From an optimization exercise on the open Yosys and OpenROAD flow, aimed at small area; shortcuts taken in it are not production practice. RTL that was checked went through simulation tests only; none was proved equivalent to the original.

## the reference run
==> flow/design.v <==
module microcontroller #(parameter M = 3,
                         parameter N = 16)
                        (input  [15:0]  din,
                         input          clk, rst,
                         output         rw,
                         output [N-1:0] addr,
                         output [N-1:0] dout);
    localparam EX = 3'd0, A2 = 3'd1, A3 = 3'd2, L2 = 3'd3,
               S2 = 3'd4, S3 = 3'd5, CLR = 3'd6;
    reg [2:0]   ph;              
    reg [2:0]   st;              
    reg [111:0] rf;              
    reg [15:0]  r7, t, mar;
    reg [2:0]   rsave;           
    reg         fz, fn, fo;      
    reg         nz;              
    reg         cf;              
    wire [3:0] op = din[15:12];
    wire [2:0] rd = din[11:9];
    wire [2:0] ra = din[8:6];
    wire [2:0] rb = din[5:3];
    wire ex    = (st == EX);
    wire isbin = ~op[3] & (op[2:0] <= 3'd4);
    wire ismn  = (op == 4'd5) | (op == 4'd6);
    wire isnop = (op == 4'd7) | (op == 4'd11);
    wire isldi = (op == 4'd10);
    wire isbr  = (op[3:2] == 2'b11);
    wire isld  = (op == 4'd8);
    wire isst  = (op == 4'd9);
    wire last  = (ph == 3'd7);
    wire taken = (op[1:0] == 2'b11) | (op[1:0] == 2'b00 & fz) |
                 (op[1:0] == 2'b01 & fn) | (op[1:0] == 2'b10 & fo);
    localparam Y_ZERO = 3'd0, Y_ONE = 3'd1, Y_T = 3'd2,
               Y_OFF = 3'd4, Y_ONES = 3'd5;
    localparam F_ADD = 2'd0, F_AND = 2'd1, F_OR = 2'd2, F_XOR = 2'd3;
    reg [2:0] xsel;      
    reg       x7;        
    reg       xt;        
    reg [2:0] ysel;
    reg [1:0] fn_sel;
    reg       cin0;      
    reg       xinv;      
    reg       we7;       
    reg       wen;       
    reg [2:0] dst;
    reg       wdin;      
    reg [1:0] tmode;     
    reg       fset, fzero, osel;
    reg [2:0] nst;
    always @(*) begin
        xsel = 3'd7; x7 = 1'b0; xt = 1'b0; ysel = Y_ZERO; fn_sel = F_ADD; cin0 = 1'b0; xinv = 1'b0;
        we7 = 1'b0; wen = 1'b0; dst = rd; wdin = 1'b0; tmode = 2'd0;
        fset = 1'b0; fzero = 1'b0; osel = 1'b0; nst = EX;
        case (st)
        EX: begin
            xsel = ra;
            if (isbin) begin
                xsel = ra; tmode = 2'd1; nst = A2;
            end else if (ismn) begin
                xsel = ra; ysel = op[0] ? Y_ONES : Y_ZERO; fn_sel = F_XOR;
                wen = 1'b1; fset = 1'b1; nst = A3;
            end else if (isld | isst) begin
                xsel = ra; we7 = 1'b1; tmode = 2'd2; fset = isld;
                nst = isld ? L2 : S2;
            end else if (isbr) begin
                x7 = 1'b1; ysel = taken ? Y_OFF : Y_ONE; we7 = 1'b1;
                fset = taken; osel = 1'b1;
            end else begin           
                x7 = 1'b1; ysel = Y_ONE; we7 = 1'b1; fset = 1'b1;
                fzero = isnop; wen = isldi; wdin = isldi;
            end
        end
        A2: begin
            xsel = rb; wen = 1'b1; fset = 1'b1; nst = A3;
            case (op[2:0])
            3'd0: begin ysel = Y_T; osel = 1'b1; end
            3'd1: begin ysel = Y_T; xinv = 1'b1; cin0 = 1'b1; osel = 1'b1; end
            3'd2: begin ysel = Y_T; fn_sel = F_AND; end
            3'd3: begin ysel = Y_T; fn_sel = F_OR; end
            default: begin ysel = Y_T; fn_sel = F_XOR; end
            endcase
        end
        A3: begin
            ysel = Y_ONE; we7 = 1'b1;
        end
        L2: begin
            xt = 1'b1; ysel = Y_ONE; we7 = 1'b1;
            wen = 1'b1; dst = rsave; wdin = 1'b1;
        end
        S2: begin
            xsel = rsave; xt = (rsave == 3'd7); we7 = 1'b1; fset = 1'b1;
            nst = S3;
        end
        S3: begin
            xt = 1'b1; ysel = Y_ONE; we7 = 1'b1;
        end
        default: begin               
            fn_sel = F_AND; we7 = 1'b1;
        end
        endcase
    end
    reg [1:0] xv, xr;
    always @(*) begin
        case (xsel)
        3'd0: xv = rf[1:0];
        3'd1: xv = rf[17:16];
        3'd2: xv = rf[33:32];
        3'd3: xv = rf[49:48];
        3'd4: xv = rf[65:64];
        3'd5: xv = rf[81:80];
        3'd6: xv = rf[97:96];
        default: xv = r7[1:0];
        endcase
        xr = xv;
        if (x7) xv = r7[1:0];
        if (xt) xv = t[1:0];
        if (xinv) xv = ~xv;
    end
    wire [1:0] draw = din[{ph, 1'b0} +: 2];
    wire       sxl  = ex & isldi & ph[2];
    wire       sxb  = ex & isbr & (ph[2:1] == 2'b11);
    wire [1:0] dv   = sxl ? {2{din[8]}} : sxb ? {2{din[11]}} : draw;
    reg [1:0] yv;
    always @(*) begin
        case (ysel)
        Y_ONE:  yv = {1'b0, (ph == 3'd0)};
        Y_T:    yv = t[1:0];
        Y_OFF:  yv = dv;
        Y_ONES: yv = 2'b11;
        default: yv = 2'b00;
        endcase
    end
    wire       c0 = (ph == 3'd0) ? cin0 : cf;
    wire       s0 = xv[0] ^ yv[0] ^ c0;
    wire       c1 = (xv[0] & yv[0]) | (xv[0] & c0) | (yv[0] & c0);
    wire       s1 = xv[1] ^ yv[1] ^ c1;
    wire       c2 = (xv[1] & yv[1]) | (xv[1] & c1) | (yv[1] & c1);
    wire       ovf = c1 ^ c2;
    reg [1:0] res;
    always @(*) begin
        case (fn_sel)
        F_AND: res = xv & yv;
        F_OR:  res = xv | yv;
        F_XOR: res = xv ^ yv;
        default: res = {s1, s0};
        endcase
    end
    wire [1:0] wd   = wdin ? dv : res;
    wire [1:0] fd   = fzero ? 2'b00 : wd;
    wire       clr  = (st == CLR);
    wire [1:0] r7in = we7 ? res : r7[1:0];
    wire [15:0] r7d = {r7in, r7[15:2]};
    wire       mar_ld = last & (st != S2);
    wire [1:0] ta  = (ex & (isld | isst)) ? xr : xt ? t[1:0] : r7[1:0];
    wire [1:0] tb  = (ex & isbr & taken) ? {2{din[11]}} : 2'b00;
    wire       tc  = cf & ~(ex & (isbin | ismn)) & (st != A2);
    wire [1:0] top = clr ? 2'b00 : ta + tb + {1'b0, tc};
    assign addr = mar_ld ? {top, r7[15:2]} : mar;
    assign dout = r7;
    assign rw   = (st == S3) & (ph == 3'd0);
    integer k;
    always @(posedge clk) begin
        for (k = 0; k < 7; k = k + 1)
            rf[16*k +: 16] <= {(clr | (wen & (dst == k))) ? wd : rf[16*k +: 2],
                               rf[16*k+2 +: 14]};
        r7 <= r7d;
        t  <= {(tmode == 2'd1) ? res : (tmode == 2'd2) ? r7[1:0] : t[1:0], t[15:2]};
        mar <= addr;
        cf <= c2;
        nz <= ((ph != 3'd0) & nz) | (|fd);
        if (ex) rsave <= din[12] ? rb : rd;
        if (rst) begin
            ph <= 3'd0;
            st <= CLR;
            fz <= 1'b0; fn <= 1'b0; fo <= 1'b0;
        end else begin
            ph <= ph + 3'd1;
            if (last) begin
                st <= nst;
                if (fset) begin
                    fz <= ~(nz | (|fd));
                    fn <= fd[1];
                    fo <= osel & ovf;
                end
            end
        end
    end
endmodule
Settings: LEC_CHECK=0, ABC_AREA=1, CAP_MARGIN=20, CORE_MARGIN=2, CORE_UTILIZATION=40, SLEW_MARGIN=20; clock period 7.0 ns.
standard.sh (not shown) runs the stock make flow with config.mk's settings and CLKGATE_MAP_FILE= SYNTH_SCRIPT=/design/flow/synth_recipe.tcl, a recipe that flattens the netlist after the stock synthesis.
==> flow/flow/run.sh <==
#!/bin/bash
# Standard ORFS layout, except:
#  - synthesis maps with an area-only ABC script (flow/abc_area.script),
#    through a copy of ORFS's scripts folder; everything else in synthesis
#    is the standard synthesis (synth_recipe.tcl),
#  - ports are buffered with buf_1,
#  - the clock tree uses clkbuf_8 and no dummy loads.
# Each make run's output goes to its own log file here.
set -euo pipefail
rm -rf scr
cp -r "$FLOW_HOME/scripts" scr
cp flow/abc_area.script scr/abc_area.script
bash standard.sh synth "SCRIPTS_DIR=$PWD/scr" > synth_make.log 2>&1
bash standard.sh finish \
  "BUFFER_PORTS_ARGS=-buffer_cell sky130_fd_sc_hd__buf_1" \
  "CTS_ARGS=-sink_clustering_enable -repair_clock_nets -dont_use_dummy_load -buf_list sky130_fd_sc_hd__clkbuf_8" \
  > flow_make.log 2>&1
==> flow/flow/abc_area.script <==
strash
dch -f
amap
topo
Inputs modified between the reference run and the trial run:
--- a/flow/design.v
+++ b/flow/design.v
@@ -28,55 +28,52 @@
     wire isld  = (op == 4'd8);
     wire isst  = (op == 4'd9);
     wire last  = (ph == 3'd7);
     wire taken = (op[1:0] == 2'b11) | (op[1:0] == 2'b00 & fz) |
                  (op[1:0] == 2'b01 & fn) | (op[1:0] == 2'b10 & fo);
-    localparam Y_ZERO = 3'd0, Y_ONE = 3'd1, Y_T = 3'd2,
+    localparam Y_ZERO = 3'd0, Y_ONE = 3'd1, Y_T = 3'd2, Y_NT = 3'd3,
                Y_OFF = 3'd4, Y_ONES = 3'd5;
     localparam F_ADD = 2'd0, F_AND = 2'd1, F_OR = 2'd2, F_XOR = 2'd3;
     reg [2:0] xsel;      
-    reg       x7;        
     reg       xt;        
     reg [2:0] ysel;
     reg [1:0] fn_sel;
     reg       cin0;      
-    reg       xinv;      
     reg       we7;       
     reg       wen;       
     reg [2:0] dst;
     reg       wdin;      
     reg [1:0] tmode;     
     reg       fset, fzero, osel;
     reg [2:0] nst;
     always @(*) begin
-        xsel = 3'd7; x7 = 1'b0; xt = 1'b0; ysel = Y_ZERO; fn_sel = F_ADD; cin0 = 1'b0; xinv = 1'b0;
+        xsel = 3'd7; xt = 1'b0; ysel = Y_ZERO; fn_sel = F_ADD; cin0 = 1'b0;
         we7 = 1'b0; wen = 1'b0; dst = rd; wdin = 1'b0; tmode = 2'd0;
         fset = 1'b0; fzero = 1'b0; osel = 1'b0; nst = EX;
         case (st)
         EX: begin
-            xsel = ra;
             if (isbin) begin
-                xsel = ra; tmode = 2'd1; nst = A2;
+                xsel = rb; tmode = 2'd1; nst = A2;
             end else if (ismn) begin
                 xsel = ra; ysel = op[0] ? Y_ONES : Y_ZERO; fn_sel = F_XOR;
                 wen = 1'b1; fset = 1'b1; nst = A3;
             end else if (isld | isst) begin
                 xsel = ra; we7 = 1'b1; tmode = 2'd2; fset = isld;
                 nst = isld ? L2 : S2;
             end else if (isbr) begin
-                x7 = 1'b1; ysel = taken ? Y_OFF : Y_ONE; we7 = 1'b1;
+                ysel = taken ? Y_OFF : Y_ONE; we7 = 1'b1;
                 fset = taken; osel = 1'b1;
             end else begin           
-                x7 = 1'b1; ysel = Y_ONE; we7 = 1'b1; fset = 1'b1;
+                ysel = Y_ONE; we7 = 1'b1; fset = 1'b1;
                 fzero = isnop; wen = isldi; wdin = isldi;
             end
         end
         A2: begin
-            xsel = rb; wen = 1'b1; fset = 1'b1; nst = A3;
+            xsel = ra; wen = 1'b1; fset = 1'b1; nst = A3;
             case (op[2:0])
             3'd0: begin ysel = Y_T; osel = 1'b1; end
-            3'd1: begin ysel = Y_T; xinv = 1'b1; cin0 = 1'b1; osel = 1'b1; end
+            3'd1: begin ysel = Y_NT; cin0 = 1'b1; osel = 1'b1; end
             3'd2: begin ysel = Y_T; fn_sel = F_AND; end
             3'd3: begin ysel = Y_T; fn_sel = F_OR; end
             default: begin ysel = Y_T; fn_sel = F_XOR; end
             endcase
         end
@@ -97,11 +94,11 @@
         default: begin               
             fn_sel = F_AND; we7 = 1'b1;
         end
         endcase
     end
-    reg [1:0] xv, xr;
+    reg [1:0] xv;
     always @(*) begin
         case (xsel)
         3'd0: xv = rf[1:0];
         3'd1: xv = rf[17:16];
         3'd2: xv = rf[33:32];
@@ -109,24 +106,22 @@
         3'd4: xv = rf[65:64];
         3'd5: xv = rf[81:80];
         3'd6: xv = rf[97:96];
         default: xv = r7[1:0];
         endcase
-        xr = xv;
-        if (x7) xv = r7[1:0];
         if (xt) xv = t[1:0];
-        if (xinv) xv = ~xv;
     end
     wire [1:0] draw = din[{ph, 1'b0} +: 2];
     wire       sxl  = ex & isldi & ph[2];
     wire       sxb  = ex & isbr & (ph[2:1] == 2'b11);
     wire [1:0] dv   = sxl ? {2{din[8]}} : sxb ? {2{din[11]}} : draw;
     reg [1:0] yv;
     always @(*) begin
         case (ysel)
         Y_ONE:  yv = {1'b0, (ph == 3'd0)};
         Y_T:    yv = t[1:0];
+        Y_NT:   yv = ~t[1:0];
         Y_OFF:  yv = dv;
         Y_ONES: yv = 2'b11;
         default: yv = 2'b00;
         endcase
     end
@@ -149,17 +144,13 @@
     wire [1:0] fd   = fzero ? 2'b00 : wd;
     wire       clr  = (st == CLR);
     wire [1:0] r7in = we7 ? res : r7[1:0];
     wire [15:0] r7d = {r7in, r7[15:2]};
     wire       mar_ld = last & (st != S2);
-    wire [1:0] ta  = (ex & (isld | isst)) ? xr : xt ? t[1:0] : r7[1:0];
-    wire [1:0] tb  = (ex & isbr & taken) ? {2{din[11]}} : 2'b00;
-    wire       tc  = cf & ~(ex & (isbin | ismn)) & (st != A2);
-    wire [1:0] top = clr ? 2'b00 : ta + tb + {1'b0, tc};
-    assign addr = mar_ld ? {top, r7[15:2]} : mar;
-    assign dout = r7;
-    assign rw   = (st == S3) & (ph == 3'd0);
+    assign addr = mar_ld ? r7d : mar;
+    assign dout = r7d;
+    assign rw   = (st == S2) & last;
     integer k;
     always @(posedge clk) begin
         for (k = 0; k < 7; k = k + 1)
             rf[16*k +: 16] <= {(clr | (wen & (dst == k))) ? wd : rf[16*k +: 2],
                                rf[16*k+2 +: 14]};
--- outcome ---
Synthesized area of the trial run falls short of that of the reference run slightly.
Number of buffer and inverter instances along the worst setup path in the trial run vs the reference run: up 3
The reference run → the trial run: maximum clock frequency lost 11%, final area picked up an extra 2.9%.
Compared with the reference run, in the trial run layout overhead on the synthesized area grew by 5.5 points; post-cts sizing count grew by 4; count of non-CTS inverters in the layout shrank by 16.
The RTL of the trial run was laid out without a check of its function.

[re-timing with driven ports]
The results above use ideal ports. As a check the final layouts listed here were re-extracted and re-timed, cells and wires unchanged. Step 1 (the two cells are an assumption about what drives the block):
set clk [get_ports {clk}]
set_driving_cell -lib_cell sky130_fd_sc_hd__clkbuf_16 $clk
set_driving_cell -lib_cell sky130_fd_sc_hd__buf_2 [delete_from_list [all_inputs] $clk]
Step 2 times the ports against the registers' clock, not the clock port: input delays grow and output delays shrink by t, the midpoint of the rising clock arrivals with the driver on. a / b / c = no drivers / after step 1 / after step 2; a / b = the first two.
| run | t, ns | setup slack, ns | worst data-port slew with drivers (ns) |
|---|---|---|---|
| the reference run | 0.451 | 0.999 / 0.966 / 0.785 | 0.03 |
| the trial run | 0.472 | 0.246 / 0.218 / 0.218 | 0.04 |
After both steps setup and hold are still met in every run listed. For the reference run, which loses most, drivers alone change the setup slack by -0.033 ns; drivers and shift together by -0.214 ns.
